From an optimization exercise on the open Yosys and OpenROAD flow, aimed at small area; shortcuts taken in it are not production practice. Where RTL was checked, it was by simulation tests only, not by an equivalence proof against the original. No activity file was given, so power comes from the tool's default toggle rates.

job 2861:
==> flow/design.v <==
`timescale 1ns / 1ps
module channel_avg #(
  parameter NCH            = 16,
  parameter OUTCH_WIDTH    = 16,
  parameter INTERNAL_WIDTH = 32,
  parameter INDATA_WIDTH   = 256,
  parameter OUTDATA_WIDTH  = 256
) (
  input                          RESET,
  input                          CLK,
  input      [7:0]               CONFIG,
  input                          TRIG,
  input      [INDATA_WIDTH-1:0]  INDATA_Q,
  output reg                     OUTVALID,
  output     [OUTDATA_WIDTH-1:0] OUTDATA_Q
);
  localparam AW = 31;
  reg trig_prev;
  reg trig_prev1;
  reg trig_prev2;
  wire trig_synced = (trig_prev2 == 1'b0) && (trig_prev1 == 1'b1);
  wire [3:0] avg_n = CONFIG[3:0];
  reg  [15:0] j;
  wire [15:0] j_now = trig_synced ? ({12'd0, CONFIG[7:4]} + 16'd1) : j;
  wire        load  = (j_now == 16'd1);
  genvar g, b;
  generate
    for (g = 0; g < NCH; g = g + 1) begin : ch
      wire [15:0]   x = INDATA_Q[16*g +: 16];
      reg  [AW-1:0] acc;
      wire [AW-1:0] a = acc & {AW{~load}};
      wire [AW-1:0] s;
      wire [AW:0]   c;
      assign c[0] = 1'b0;
      for (b = 0; b < AW; b = b + 1) begin : bit_
        wire xb = (b < 16) ? x[b] : x[15];
        assign s[b]   = a[b] ^ xb ^ c[b];
        assign c[b+1] = (a[b] & xb) | (c[b] & (a[b] ^ xb));
      end
      always @(posedge CLK) acc <= s;
      wire [22:0] u3 = avg_n[3] ? acc[30:8] : acc[22:0];
      wire [18:0] u2 = avg_n[2] ? u3[22:4]  : u3[18:0];
      wire [16:0] u1 = avg_n[1] ? u2[18:2]  : u2[16:0];
      wire [15:0] u0 = avg_n[0] ? u1[16:1]  : u1[15:0];
      assign OUTDATA_Q[OUTCH_WIDTH*g +: OUTCH_WIDTH] = u0;
    end
  endgenerate
  always @(posedge CLK or posedge RESET) begin
    if (RESET) begin
      trig_prev  <= 1'b0;
      trig_prev1 <= 1'b0;
      trig_prev2 <= 1'b0;
    end else begin
      trig_prev  <= TRIG;
      trig_prev1 <= trig_prev;
      trig_prev2 <= trig_prev1;
    end
  end
  always @(posedge CLK or posedge RESET) begin
    if (RESET) begin
      OUTVALID <= 1'b0;
      j        <= 16'd0;
    end else if (j_now[avg_n]) begin
      j        <= 16'd1;
      OUTVALID <= 1'b1;
    end else begin
      j        <= j_now + 16'd1;
      OUTVALID <= 1'b0;
    end
  end
endmodule
clock: 10.0 ns
lec_check: 0
cap_margin: 20
core_margin: 2
core_utilization: 40
place_density: 0.6
slew_margin: 20
run.sh (not shown) runs the stock make flow with config.mk's settings and CLKGATE_MAP_FILE= SYNTH_SCRIPT=/design/flow/synth_recipe.tcl, a recipe that flattens the netlist after the stock synthesis.
Job 2861 completed end to end; final checks failed (negative setup slack).
The following lists how job 4971 was set up differently from job 2861:
==> flow/design.v <==
`timescale 1ns / 1ps
module channel_avg #(
  parameter NCH            = 16,
  parameter OUTCH_WIDTH    = 16,
  parameter INTERNAL_WIDTH = 32,
  parameter INDATA_WIDTH   = 256,
  parameter OUTDATA_WIDTH  = 256
) (
  input                          RESET,
  input                          CLK,
  input      [7:0]               CONFIG,
  input                          TRIG,
  input      [INDATA_WIDTH-1:0]  INDATA_Q,
  output reg                     OUTVALID,
  output     [OUTDATA_WIDTH-1:0] OUTDATA_Q
);
  reg trig_prev;
  reg trig_prev1;
  reg trig_prev2;
  wire trig_synced = (trig_prev2 == 1'b0) && (trig_prev1 == 1'b1);
  wire [3:0] avg_n = CONFIG[3:0];
  reg  [15:0] j;
  wire [15:0] j_now = trig_synced ? ({12'd0, CONFIG[7:4]} + 16'd1) : j;
  genvar g;
  generate
    for (g = 0; g < NCH; g = g + 1) begin : ch
      wire [INTERNAL_WIDTH-1:0] inch_val = {{(INTERNAL_WIDTH-16){INDATA_Q[16*g+15]}}, INDATA_Q[16*g +: 16]};
      reg  [INTERNAL_WIDTH-1:0] internal_val;
      always @(posedge CLK or posedge RESET) begin
        if (RESET) begin
          internal_val <= {INTERNAL_WIDTH{1'b0}};
        end else if (j_now == 16'd1) begin
          internal_val <= inch_val;
        end else begin
          internal_val <= internal_val + inch_val;
        end
      end
      assign OUTDATA_Q[OUTCH_WIDTH*g +: OUTCH_WIDTH] = internal_val[avg_n +: OUTCH_WIDTH];
    end
  endgenerate
  always @(posedge CLK or posedge RESET) begin
    if (RESET) begin
      trig_prev  <= 1'b0;
      trig_prev1 <= 1'b0;
      trig_prev2 <= 1'b0;
    end else begin
      trig_prev  <= TRIG;
      trig_prev1 <= trig_prev;
      trig_prev2 <= trig_prev1;
    end
  end
  always @(posedge CLK or posedge RESET) begin
    if (RESET) begin
      OUTVALID <= 1'b0;
      j        <= 16'd0;
    end else if (j_now[avg_n]) begin
      j        <= 16'd1;
      OUTVALID <= 1'b1;
    end else begin
      j        <= j_now + 16'd1;
      OUTVALID <= 1'b0;
    end
  end
endmodule
## What came out
Job 4971 closes out successfully: all stages finished, all timing, DRC and antenna checks passed.
Job 4971 vs. job 2861: post-synthesis instance area +51%; final area saw an increase; switching share of total power went up by 8.2 points; total power rose about 36%.
Compare job 4971 and job 2861 | clock latency of the later-clocked register in the worst-skew pair lower: job 2861
[compare] base=job 2861 new=job 4971: vertical die dimension went up about 23%, number of nets in the final layout went up about 90%, sequential share of cell area went down 1.9 points, reported leakage power went up 61%, area added between synthesis and finish went down 13 points.
Of the two values seen for termination of the worst setup path, ch[7].acc[30] was produced by job 2861 and OUTDATA_Q[229] by job 4971.
Relative to job 2861, the met3 wire length measured on job 4971 has increased by more than 100%.
Taking job 2861 over job 4971, the combinational power ratio works out to 0.65.
As of job 4971, cell area after placement had risen by more than a quarter compared to job 2861.

---

channel_avg, a different RTL version from the one above (not shown whole).
Size in the first run: roughly 520 I/O pins, about 33000 µm² of cells after synthesis.
==> module channel_avg, before the edit <==
module channel_avg #(
  parameter NCH            = 16,
  parameter OUTCH_WIDTH    = 16,
  parameter INTERNAL_WIDTH = 32,
  parameter INDATA_WIDTH   = 256,
  parameter OUTDATA_WIDTH  = 256
) (
  input                          RESET,
  input                          CLK,
  input      [7:0]               CONFIG,
  input                          TRIG,
  input      [INDATA_WIDTH-1:0]  INDATA_Q,
  output reg                     OUTVALID,
  output     [OUTDATA_WIDTH-1:0] OUTDATA_Q
);
  localparam AW = 31;
  localparam TB = 19;
  reg trig_prev;
  reg trig_prev1;
  reg trig_prev2;
  wire trig_synced = (trig_prev2 == 1'b0) && (trig_prev1 == 1'b1);
  wire [3:0] avg_n = CONFIG[3:0];
  wire [3:0] sh   = avg_n;
  wire [3:0] sh_n = ~avg_n;
  reg  [15:0] j;
  wire [4:0]  cfg1 = {1'b0, CONFIG[7:4]} + 5'd1;
  wire [4:0]  cfg2 = {1'b0, CONFIG[7:4]} + 5'd2;
  wire [15:0] cfg1_w = {11'd0, cfg1};
  wire        wrap  = trig_synced ? cfg1_w[avg_n] : j[avg_n];
  wire [15:0] j_inc = j + 16'd1;
  wire [15:0] j_nxt = wrap ? 16'd1 : (trig_synced ? {11'd0, cfg2} : j_inc);
  wire trig_synced_nxt = trig_prev & ~trig_prev1;
  wire load_nxt = trig_synced_nxt ? (CONFIG[7:4] == 4'd0)
                                  : (wrap | (~trig_synced & (j == 16'd0)));
  reg  load;
  genvar g, b;
  generate
    for (g = 0; g < NCH; g = g + 1) begin : ch
      wire [15:0]   x = INDATA_Q[16*g +: 16];
      wire          sg = x[15];
      reg  [AW-1:0] acc;
      wire [AW-1:0] a = acc & {AW{~load}};
      wire [AW-1:0] s;
      wire [TB:1]   c;
      ca_fbit0 ub (.a(a[0]), .x(x[0]), .s(s[0]), .co(c[1]));
      for (b = 1; b < TB; b = b + 1) begin : lo
        ca_fbit u (.a(a[b]), .x((b < 16) ? x[b] : sg), .ci(c[b]), .s(s[b]), .co(c[b+1]));
      end
      wire          e = c[TB] ^ sg;
      wire          e_n = ~e;
      wire [AW-1:TB+1] p;
      ca_hfirst uh (.a(a[TB]), .sg(sg), .e(e), .s(s[TB]), .p_out(p[TB+1]));
      for (b = TB + 1; b < AW - 1; b = b + 1) begin : hi
        if ((b - TB) % 2 == 1) begin : odd
          ca_hodd u (.a(a[b]), .sg(sg), .e(e), .p_in(p[b]), .s(s[b]), .p_out(p[b+1]));
        end else begin : even
          ca_heven u (.a(a[b]), .sg(sg), .e_n(e_n), .p_in_n(p[b]), .s(s[b]), .p_out(p[b+1]));
        end
      end
      if ((AW - 1 - TB) % 2 == 1) begin : last_odd
        ca_hlast_odd ul (.a(a[AW-1]), .e(e), .p_in(p[AW-1]), .s(s[AW-1]));
      end else begin : last_even
        ca_hlast_even ul (.a(a[AW-1]), .e_n(e_n), .p_in_n(p[AW-1]), .s(s[AW-1]));
      end
      always @(posedge CLK) acc <= s;
      wire [22:0] u3;
      wire [18:0] u2;
      wire [16:0] u1;
      wire [15:0] u0;
      for (b = 0; b < 23; b = b + 1) begin : m3
        ca_sel u (.sn(sh_n[3]), .hi(acc[b+8]), .s(sh[3]), .lo(acc[b]), .y(u3[b]));
      end
      for (b = 0; b < 19; b = b + 1) begin : m2
        ca_sel u (.sn(sh_n[2]), .hi(u3[b+4]), .s(sh[2]), .lo(u3[b]), .y(u2[b]));
      end
      for (b = 0; b < 17; b = b + 1) begin : m1
        ca_sel u (.sn(sh_n[1]), .hi(u2[b+2]), .s(sh[1]), .lo(u2[b]), .y(u1[b]));
      end
      for (b = 0; b < 16; b = b + 1) begin : m0
        ca_sel u (.sn(sh_n[0]), .hi(u1[b+1]), .s(sh[0]), .lo(u1[b]), .y(u0[b]));
      end
      assign OUTDATA_Q[OUTCH_WIDTH*g +: OUTCH_WIDTH] = u0;
    end
  endgenerate
  always @(posedge CLK or posedge RESET) begin
    if (RESET) begin
      trig_prev  <= 1'b0;
      trig_prev1 <= 1'b0;
      trig_prev2 <= 1'b0;
    end else begin
      trig_prev  <= TRIG;
      trig_prev1 <= trig_prev;
      trig_prev2 <= trig_prev1;
    end
  end
  always @(posedge CLK or posedge RESET) begin
    if (RESET) begin
      OUTVALID <= 1'b0;
      j        <= 16'd0;
      load     <= 1'b0;
    end else begin
      OUTVALID <= wrap;
      j        <= j_nxt;
      load     <= load_nxt;
    end
  end
endmodule
Settings: LEC_CHECK=0, CAP_MARGIN=20, CORE_MARGIN=2, CORE_UTILIZATION=60, CTS_BUF_LIST=sky130_fd_sc_hd__clkbuf_4, CTS_CLUSTER_DIAMETER=50, CTS_CLUSTER_SIZE=8, PLACE_DENSITY=0.75, SLEW_MARGIN=20, SYNTH_HIERARCHICAL=1; clock period 10.0 ns.
standard.sh (not shown) runs the stock make flow with config.mk's settings and CLKGATE_MAP_FILE= SYNTH_SCRIPT=/design/flow/synth_recipe.tcl, a recipe that flattens the netlist after the stock synthesis.
==> flow/flow/run.sh <==
#!/bin/bash
set -e
export BUFFER_PORTS_ARGS="-buffer_cell sky130_fd_sc_hd__buf_1"
export CTS_ARGS="-sink_clustering_enable -repair_clock_nets -sink_clustering_size 8 -sink_clustering_max_diameter 50 -buf_list sky130_fd_sc_hd__clkbuf_4 -dont_use_dummy_load"
bash standard.sh > standard.log 2>&1
==> next run, changes <==
--- a/flow/design.v
+++ b/flow/design.v
@@ -23,15 +23,14 @@
   wire [3:0] avg_n = CONFIG[3:0];
   wire [3:0] sh   = avg_n;
   wire [3:0] sh_n = ~avg_n;
   reg  [15:0] j;
   wire [4:0]  cfg1 = {1'b0, CONFIG[7:4]} + 5'd1;
-  wire [4:0]  cfg2 = {1'b0, CONFIG[7:4]} + 5'd2;
   wire [15:0] cfg1_w = {11'd0, cfg1};
   wire        wrap  = trig_synced ? cfg1_w[avg_n] : j[avg_n];
-  wire [15:0] j_inc = j + 16'd1;
-  wire [15:0] j_nxt = wrap ? 16'd1 : (trig_synced ? {11'd0, cfg2} : j_inc);
+  wire [15:0] j_now = trig_synced ? cfg1_w : j;
+  wire [15:0] j_nxt = wrap ? 16'd1 : j_now + 16'd1;
   wire trig_synced_nxt = trig_prev & ~trig_prev1;
   wire load_nxt = trig_synced_nxt ? (CONFIG[7:4] == 4'd0)
                                   : (wrap | (~trig_synced & (j == 16'd0)));
   reg  load;
   genvar g, b;
Effect:
- cell count is about the same
- count of clock-buffer cells in the layout does not change
- sequential share of layout area hardly moves
- routed wire length decreases slightly
- clock skew goes down by 0.010 ns
- fmax came out lower slightly
- worst setup slack degrades by 0.044 ns

---

Setup of 03-25:
channel_avg, a different RTL version from the one above (not shown whole).
For scale: ~520 I/O pins.
==> module channel_avg, before the edit <==
module channel_avg #(
  parameter NCH            = 16,
  parameter OUTCH_WIDTH    = 16,
  parameter INTERNAL_WIDTH = 32,
  parameter INDATA_WIDTH   = 256,
  parameter OUTDATA_WIDTH  = 256
) (
  input                          RESET,
  input                          CLK,
  input      [7:0]               CONFIG,
  input                          TRIG,
  input      [INDATA_WIDTH-1:0]  INDATA_Q,
  output reg                     OUTVALID,
  output     [OUTDATA_WIDTH-1:0] OUTDATA_Q
);
  localparam AW = 31;
  localparam TB = 18;
  reg trig_prev;
  reg trig_prev1;
  reg trig_prev2;
  wire trig_synced = (trig_prev2 == 1'b0) && (trig_prev1 == 1'b1);
  wire [3:0] avg_n = CONFIG[3:0];
  wire [3:0] sh   = avg_n;
  wire [3:0] sh_n = ~avg_n;
  reg  [15:0] j;
  wire [15:0] j_now = trig_synced ? ({12'd0, CONFIG[7:4]} + 16'd1) : j;
  wire        wrap  = j_now[avg_n];
  wire [15:0] j_nxt = wrap ? 16'd1 : j_now + 16'd1;
  wire trig_synced_nxt = trig_prev & ~trig_prev1;
  wire load_nxt = trig_synced_nxt ? (CONFIG[7:4] == 4'd0) : (j_nxt == 16'd1);
  reg  load;
  genvar g, b;
  generate
    for (g = 0; g < NCH; g = g + 1) begin : ch
      wire [15:0]   x = INDATA_Q[16*g +: 16];
      wire          sg = x[15];
      reg  [AW-1:0] acc;
      wire [AW-1:0] a = acc & {AW{~load}};
      wire [AW-1:0] s;
      wire [TB:1]   c;
      ca_fbit0 ub (.a(a[0]), .x(x[0]), .s(s[0]), .co(c[1]));
      for (b = 1; b < TB; b = b + 1) begin : lo
        ca_fbit u (.a(a[b]), .x((b < 16) ? x[b] : sg), .ci(c[b]), .s(s[b]), .co(c[b+1]));
      end
      wire          e = c[TB] ^ sg;
      wire          e_n = ~e;
      wire [AW:TB+1] p;
      ca_hfirst uh (.a(a[TB]), .sg(sg), .e(e), .s(s[TB]), .p_out(p[TB+1]));
      for (b = TB + 1; b < AW; b = b + 1) begin : hi
        if ((b - TB) % 2 == 1) begin : odd
          ca_hodd u (.a(a[b]), .sg(sg), .e(e), .p_in(p[b]), .s(s[b]), .p_out(p[b+1]));
        end else begin : even
          ca_heven u (.a(a[b]), .sg(sg), .e_n(e_n), .p_in_n(p[b]), .s(s[b]), .p_out(p[b+1]));
        end
      end
      always @(posedge CLK) acc <= s;
      wire [22:0] u3;
      wire [18:0] u2;
      wire [16:0] u1;
      wire [15:0] u0;
      for (b = 0; b < 23; b = b + 1) begin : m3
        ca_sel u (.sn(sh_n[3]), .hi(acc[b+8]), .s(sh[3]), .lo(acc[b]), .y(u3[b]));
      end
      for (b = 0; b < 19; b = b + 1) begin : m2
        ca_sel u (.sn(sh_n[2]), .hi(u3[b+4]), .s(sh[2]), .lo(u3[b]), .y(u2[b]));
      end
      for (b = 0; b < 17; b = b + 1) begin : m1
        ca_sel u (.sn(sh_n[1]), .hi(u2[b+2]), .s(sh[1]), .lo(u2[b]), .y(u1[b]));
      end
      for (b = 0; b < 16; b = b + 1) begin : m0
        ca_sel u (.sn(sh_n[0]), .hi(u1[b+1]), .s(sh[0]), .lo(u1[b]), .y(u0[b]));
      end
      assign OUTDATA_Q[OUTCH_WIDTH*g +: OUTCH_WIDTH] = u0;
    end
  endgenerate
  always @(posedge CLK or posedge RESET) begin
    if (RESET) begin
      trig_prev  <= 1'b0;
      trig_prev1 <= 1'b0;
      trig_prev2 <= 1'b0;
    end else begin
      trig_prev  <= TRIG;
      trig_prev1 <= trig_prev;
      trig_prev2 <= trig_prev1;
    end
  end
  always @(posedge CLK or posedge RESET) begin
    if (RESET) begin
      OUTVALID <= 1'b0;
      j        <= 16'd0;
      load     <= 1'b0;
    end else begin
      OUTVALID <= wrap;
      j        <= j_nxt;
      load     <= load_nxt;
    end
  end
endmodule
==> module ca_fbit, before the edit <==
module ca_fbit (input a, input x, input ci, output s, output co);
  assign s  = a ^ x ^ ci;
  assign co = (a & x) | (ci & (a ^ x));
endmodule
==> module ca_fbit0, before the edit <==
module ca_fbit0 (input a, input x, output s, output co);
  assign s  = a ^ x;
  assign co = a & x;
endmodule
==> module ca_hfirst, before the edit <==
module ca_hfirst (input a, input sg, input e, output s, output p_out);
  assign p_out = a ^ sg;
  assign s     = a ^ e;
endmodule
==> module ca_hodd, before the edit <==
module ca_hodd (input a, input sg, input e, input p_in, output s, output p_out);
  assign p_out = ~(p_in & (a ^ sg));
  assign s     = a ^ (e & p_in);
endmodule
==> module ca_heven, before the edit <==
module ca_heven (input a, input sg, input e_n, input p_in_n, output s, output p_out);
  assign p_out = ~(p_in_n | ~(a ^ sg));
  assign s     = a ^ ~(e_n | p_in_n);
endmodule
Settings: LEC_CHECK=0, CAP_MARGIN=20, CORE_MARGIN=2, CORE_UTILIZATION=40, PLACE_DENSITY=0.6, SLEW_MARGIN=20, SYNTH_HIERARCHICAL=1; clock period 10.0 ns.
==> flow/flow/run.sh <==
#!/bin/bash
set -e
cp standard.sh standard_sh.copy.log
export BUFFER_PORTS_ARGS="-buffer_cell sky130_fd_sc_hd__buf_1"
bash standard.sh > standard.log 2>&1
--- input diff 03-25..07-18 ---
diff --git a/flow/design.v b/flow/design.v
--- a/flow/design.v
+++ b/flow/design.v
@@ -19,12 +19,15 @@
   reg trig_prev;
   reg trig_prev1;
   reg trig_prev2;
   wire trig_synced = (trig_prev2 == 1'b0) && (trig_prev1 == 1'b1);
   wire [3:0] avg_n = CONFIG[3:0];
-  wire [3:0] sh   = avg_n;
-  wire [3:0] sh_n = ~avg_n;
+  reg [3:0] sh, sh_n;
+  always @(posedge CLK) begin
+    sh   <= avg_n;
+    sh_n <= ~avg_n;
+  end
   reg  [15:0] j;
   wire [15:0] j_now = trig_synced ? ({12'd0, CONFIG[7:4]} + 16'd1) : j;
   wire        wrap  = j_now[avg_n];
   wire [15:0] j_nxt = wrap ? 16'd1 : j_now + 16'd1;
   wire trig_synced_nxt = trig_prev & ~trig_prev1;
@@ -36,25 +39,22 @@
       wire [15:0]   x = INDATA_Q[16*g +: 16];
       wire          sg = x[15];
       reg  [AW-1:0] acc;
       wire [AW-1:0] a = acc & {AW{~load}};
       wire [AW-1:0] s;
-      wire [TB:1]   c;
-      ca_fbit0 ub (.a(a[0]), .x(x[0]), .s(s[0]), .co(c[1]));
-      for (b = 1; b < TB; b = b + 1) begin : lo
-        ca_fbit u (.a(a[b]), .x((b < 16) ? x[b] : sg), .ci(c[b]), .s(s[b]), .co(c[b+1]));
+      wire [TB:0]   c;
+      assign c[0] = 1'b0;
+      for (b = 0; b < TB; b = b + 1) begin : lo
+        wire xb = (b < 16) ? x[b] : sg;
+        assign s[b]   = a[b] ^ xb ^ c[b];
+        assign c[b+1] = (a[b] & xb) | (c[b] & (a[b] ^ xb));
       end
       wire          e = c[TB] ^ sg;
-      wire          e_n = ~e;
-      wire [AW:TB+1] p;
-      ca_hfirst uh (.a(a[TB]), .sg(sg), .e(e), .s(s[TB]), .p_out(p[TB+1]));
-      for (b = TB + 1; b < AW; b = b + 1) begin : hi
-        if ((b - TB) % 2 == 1) begin : odd
-          ca_hodd u (.a(a[b]), .sg(sg), .e(e), .p_in(p[b]), .s(s[b]), .p_out(p[b+1]));
-        end else begin : even
-          ca_heven u (.a(a[b]), .sg(sg), .e_n(e_n), .p_in_n(p[b]), .s(s[b]), .p_out(p[b+1]));
-        end
+      wire [AW:TB]  p;
+      assign p[TB] = 1'b1;
+      for (b = TB; b < AW; b = b + 1) begin : hi
+        ca_hbit u (.a(a[b]), .sg(sg), .e(e), .p_in(p[b]), .s(s[b]), .p_out(p[b+1]));
       end
       always @(posedge CLK) acc <= s;
       wire [22:0] u3;
       wire [18:0] u2;
       wire [16:0] u1;
@@ -95,28 +95,12 @@
       j        <= j_nxt;
       load     <= load_nxt;
     end
   end
 endmodule
-module ca_fbit (input a, input x, input ci, output s, output co);
-  assign s  = a ^ x ^ ci;
-  assign co = (a & x) | (ci & (a ^ x));
-endmodule
-module ca_fbit0 (input a, input x, output s, output co);
-  assign s  = a ^ x;
-  assign co = a & x;
-endmodule
-module ca_hfirst (input a, input sg, input e, output s, output p_out);
-  assign p_out = a ^ sg;
-  assign s     = a ^ e;
-endmodule
-module ca_hodd (input a, input sg, input e, input p_in, output s, output p_out);
-  assign p_out = ~(p_in & (a ^ sg));
+module ca_hbit (input a, input sg, input e, input p_in, output s, output p_out);
+  assign p_out = p_in & (a ^ sg);
   assign s     = a ^ (e & p_in);
-endmodule
-module ca_heven (input a, input sg, input e_n, input p_in_n, output s, output p_out);
-  assign p_out = ~(p_in_n | ~(a ^ sg));
-  assign s     = a ^ ~(e_n | p_in_n);
 endmodule
 module ca_sel (input sn, input hi, input s, input lo, output y);
   assign y = ~((sn | hi) & (s | lo));
 endmodule
- The run showing the smaller slew at the pin closest to its max-slew limit is 03-25.
- Share of final layout cell area taken by clock buffers and inverters across 03-25 and 07-18: no real change.
- Clock share of power: 07-18 > 03-25
- Side by side, filler cell count turned out higher in 07-18 than in 03-25.
- Worst stage delay on the critical path: 07-18 > 03-25
- Total power draw shrinks by a few percent when moving from 03-25 to 07-18.
- From 03-25 to 07-18 the numbers moved as follows: final net count +118; worst reg-to-reg path cell count climbed 8.3%; global-route usage barely changed.
The RTL of 03-25 was laid out without a check of its function.

-- separate check: timing with driven ports --
The flow's constraints put no driver on any port. The routed layouts listed below were extracted and timed again, unchanged, in two steps.
Step 1 assumes that a clkbuf_16 drives the clock port and a buf_2 every other input.
Step 2 adds t to the input delays and takes it off the output delays; t is the mean of the earliest and latest rising clock arrival at the registers after step 1. Input paths then give back, and output paths get back, about the clock's delay inside the block.
Slacks: no drivers / after step 1 / after step 2; pairs: no drivers / after step 1.
run | t, ns | setup slack, ns | hold slack, ns | clock arrival spread, ns | worst register clock-pin slew, ns
job 2861 | 0.695 | -3.642 / -3.617 / -4.312 | 0.350 / 0.350 / 0.350 | 0.030 / 0.030 | 0.06 / 0.06
job 4971 | 0.743 | 2.503 / 2.455 / 2.455 | 0.355 / 0.355 / 0.355 | 0.046 / 0.046 | 0.06 / 0.06
the first run of note 2 | 0.889 | 0.584 / 0.622 / -0.267 | 0.355 / 0.355 / 0.355 | 0.094 / 0.094 | 0.11 / 0.11
the second run of note 2 | 0.882 | 0.541 / 0.578 / -0.304 | 0.404 / 0.404 / 0.404 | 0.110 / 0.110 | 0.10 / 0.10
03-25 | 0.651 | 0.755 / 0.800 / 0.149 | 0.374 / 0.374 / 0.374 | 0.045 / 0.045 | 0.06 / 0.06
07-18 | 0.655 | 0.341 / 0.372 / -0.283 | 0.366 / 0.366 / 0.366 | 0.021 / 0.021 | 0.06 / 0.06
Met with ideal ports but missed after step 2: setup timing in the first run of note 2, the second run of note 2 and 07-18. For the first run of note 2, which loses most, drivers alone change the setup slack by +0.038 ns; drivers and shift together by -0.851 ns.
